What follows belongs to an exercise in optimizing a design on an open flow for small area, a short achievable clock period and few clock cycles per item; a production flow would make more cautious choices. At most, simulation tests tie the RTL to the original design; equivalence was not proved.

main:
==> module fm_3d_frcp, before the edit <==
module fm_3d_frcp (
  clk_core,
  i_en,
  i_a,
  o_c,
  o_zero
);
    input         clk_core;
    input         i_en;
    input  [21:0] i_a;
    output [21:0] o_c;
    output        o_zero;
    reg    [21:0] r_c;
    reg           r_zo;
    reg           r_a_sign;
    reg    [4:0]  r_ce_tmp;
    reg           r_zero_flag;
    reg    [15:0] r_base;
    reg    [7:0]  r_corr;
    wire   [4:0]  w_a_exp = i_a[20:16];
    wire   [15:0] w_a_fraction = i_a[15:0];
    wire   [31:0] w_rom_out;
    wire   [15:0] w_rom_base = w_rom_out[31:16];    
    wire   [8:0]  w_rom_diff = w_rom_out[8:0];      
    wire   [7:0]  w_fl = w_a_fraction[7:0];
    wire   [9:0]  w_fl1 = {2'b0, w_fl};
    wire   [9:0]  w_fl2 = {1'b0, w_fl, 1'b0};
    wire   [9:0]  w_fl3 = w_fl1 + w_fl2;
    wire   [9:0]  w_m0 = f_sel(w_rom_diff[1:0], w_fl1, w_fl2, w_fl3);
    wire   [9:0]  w_m1 = f_sel(w_rom_diff[3:2], w_fl1, w_fl2, w_fl3);
    wire   [9:0]  w_m2 = f_sel(w_rom_diff[5:4], w_fl1, w_fl2, w_fl3);
    wire   [9:0]  w_m3 = f_sel(w_rom_diff[7:6], w_fl1, w_fl2, w_fl3);
    wire   [9:0]  w_m4 = w_rom_diff[8] ? w_fl1 : 10'h0;
    wire   [16:0] w_rom_correct = {7'h0, w_m0} + {5'h0, w_m1, 2'h0} +
                                  {3'h0, w_m2, 4'h0} + {1'h0, w_m3, 6'h0} +
                                  {w_m4[8:0], 8'h0};
    always @(posedge clk_core) begin
        if (i_en) begin
            r_a_sign <= i_a[21];
            r_ce_tmp <= 5'h1e - w_a_exp;
            r_zero_flag <= (w_a_exp == 5'h0);
            r_base <= w_rom_base;
            r_corr <= w_rom_correct[16:9];
        end
    end
    wire   [15:0] w_cf_tmp = r_base - {8'h0, r_corr};
    wire          w_sh = !w_cf_tmp[15];
    wire   [5:0]  w_ce = {1'b0, r_ce_tmp} - {5'h0, w_sh};
    wire          w_cz = w_ce[5] | (w_ce[4:0] == 5'h0);
    wire   [15:0] w_cf = w_sh ? {w_cf_tmp[14:0], 1'b0} : w_cf_tmp;
    wire   [21:0] w_c = w_cz ? 22'h0 : {r_a_sign, w_ce[4:0], w_cf};
    always @(posedge clk_core) begin
        if (i_en) begin
            r_c <= (r_zero_flag) ? 22'h0 : w_c;
            r_zo <= r_zero_flag;
        end
    end
    fm_3d_frcp_rom frcp_rom (
        .i_a(w_a_fraction[14:8]),
        .o_c(w_rom_out)
    );
    assign o_c = r_c;
    assign o_zero = r_zo;
function [9:0] f_sel;
  input [1:0] d;
  input [9:0] x1;
  input [9:0] x2;
  input [9:0] x3;
  begin
    case (d)
      2'd0: f_sel = 10'h0;
      2'd1: f_sel = x1;
      2'd2: f_sel = x2;
      default: f_sel = x3;
    endcase
  end
endfunction
endmodule
export LEC_CHECK = 0
export ABC_AREA = 1
export CAP_MARGIN = 20
export CORE_MARGIN = 2
export CORE_UTILIZATION = 40
export PLACE_DENSITY = 0.6
export SETUP_SLACK_MARGIN = 5
export SLEW_MARGIN = 20
create_clock -name core_clock -period 10.0 [get_ports {clk_core}]
standard.sh (not shown) runs the stock make flow with config.mk's settings and CLKGATE_MAP_FILE= SYNTH_SCRIPT=/design/flow/synth_recipe.tcl, a recipe that flattens the netlist after the stock synthesis.
==> flow/flow/run.sh <==
#!/bin/bash
# The standard layout (standard.sh: the standard flow's own synthesis and ORFS steps),
# with plain buf_1 cells as the port buffers instead of the delay buffers
# buffer_ports picks by default. Every port still gets its own buffer.
set -euo pipefail
export BUFFER_PORTS_ARGS="-buffer_cell sky130_fd_sc_hd__buf_1"
bash standard.sh > standard.log 2>&1
Edits applied to the flow inputs when going from main to the feature branch:
--- a/flow/design.v
+++ b/flow/design.v
@@ -346,18 +346,7 @@
     wire   [31:0] w_rom_out;
     wire   [15:0] w_rom_base = w_rom_out[31:16];    
     wire   [8:0]  w_rom_diff = w_rom_out[8:0];      
-    wire   [7:0]  w_fl = w_a_fraction[7:0];
-    wire   [9:0]  w_fl1 = {2'b0, w_fl};
-    wire   [9:0]  w_fl2 = {1'b0, w_fl, 1'b0};
-    wire   [9:0]  w_fl3 = w_fl1 + w_fl2;
-    wire   [9:0]  w_m0 = f_sel(w_rom_diff[1:0], w_fl1, w_fl2, w_fl3);
-    wire   [9:0]  w_m1 = f_sel(w_rom_diff[3:2], w_fl1, w_fl2, w_fl3);
-    wire   [9:0]  w_m2 = f_sel(w_rom_diff[5:4], w_fl1, w_fl2, w_fl3);
-    wire   [9:0]  w_m3 = f_sel(w_rom_diff[7:6], w_fl1, w_fl2, w_fl3);
-    wire   [9:0]  w_m4 = w_rom_diff[8] ? w_fl1 : 10'h0;
-    wire   [16:0] w_rom_correct = {7'h0, w_m0} + {5'h0, w_m1, 2'h0} +
-                                  {3'h0, w_m2, 4'h0} + {1'h0, w_m3, 6'h0} +
-                                  {w_m4[8:0], 8'h0};
+    wire   [16:0] w_rom_correct = w_rom_diff * w_a_fraction[7:0];
     always @(posedge clk_core) begin
         if (i_en) begin
             r_a_sign <= i_a[21];
@@ -385,20 +374,6 @@
     );
     assign o_c = r_c;
     assign o_zero = r_zo;
-function [9:0] f_sel;
-  input [1:0] d;
-  input [9:0] x1;
-  input [9:0] x2;
-  input [9:0] x3;
-  begin
-    case (d)
-      2'd0: f_sel = 10'h0;
-      2'd1: f_sel = x1;
-      2'd2: f_sel = x2;
-      default: f_sel = x3;
-    endcase
-  end
-endfunction
 endmodule
 module fm_3d_ru_outline_setup (
     clk_core,
==> summary.txt <==
- Comparing area share of fa/ha/maj cells after synthesis for main and the feature branch, the bigger number came from the feature branch.
- On clock network area share, main tracks the feature branch almost exactly.
- main -> the feature branch: wire length decreased by a few percent
- Relative to main, the feature branch degrades hold slack.
- Compared with main, in the feature branch final-layout clock buffer total now larger; combined area of all synthesized cells now larger.
- Of the two values seen for worst setup path startpoint, u_dy.r_c[8] was produced by the feature branch and u_dy.r_c[9] by main.
- Delta (the feature branch minus main): sequential share of layout area shows an increase of 0.21 points, average wire length per cell after detail routing went down, final area shrank by 0.48%.
Testbench counts of the feature branch, summed over its fixed seeds: cycles 14,475, triangles 4,800.
No functional check of the RTL was part of main.

-- what the ideal ports hide --
The results above use ideal ports. As a check the final layouts listed here were re-extracted and re-timed, cells and wires unchanged. Step 1 (the two cells are an assumption about what drives the block):
set clk [get_ports {clk_core}]
set_driving_cell -lib_cell sky130_fd_sc_hd__clkbuf_16 $clk
set_driving_cell -lib_cell sky130_fd_sc_hd__buf_2 [delete_from_list [all_inputs] $clk]
Step 2 also shifts input and output timing later by t, the mid clock arrival at the registers, as if the neighbouring blocks saw the same clock. a / b / c = ideal / step 1 / step 2; a / b = the first two.
| run | t (ns) | setup WS [ns] | worst slew at a driven data input, ns | pins driven straight from the clock port |
|---|---|---|---|---|
| main | 0.800 | 4.057 / 4.057 / 4.057 | 0.16 | 1 |
| the feature branch | 0.803 | 4.466 / 4.466 / 4.466 | 0.15 | 1 |
After both steps setup and hold are still met in every run listed.
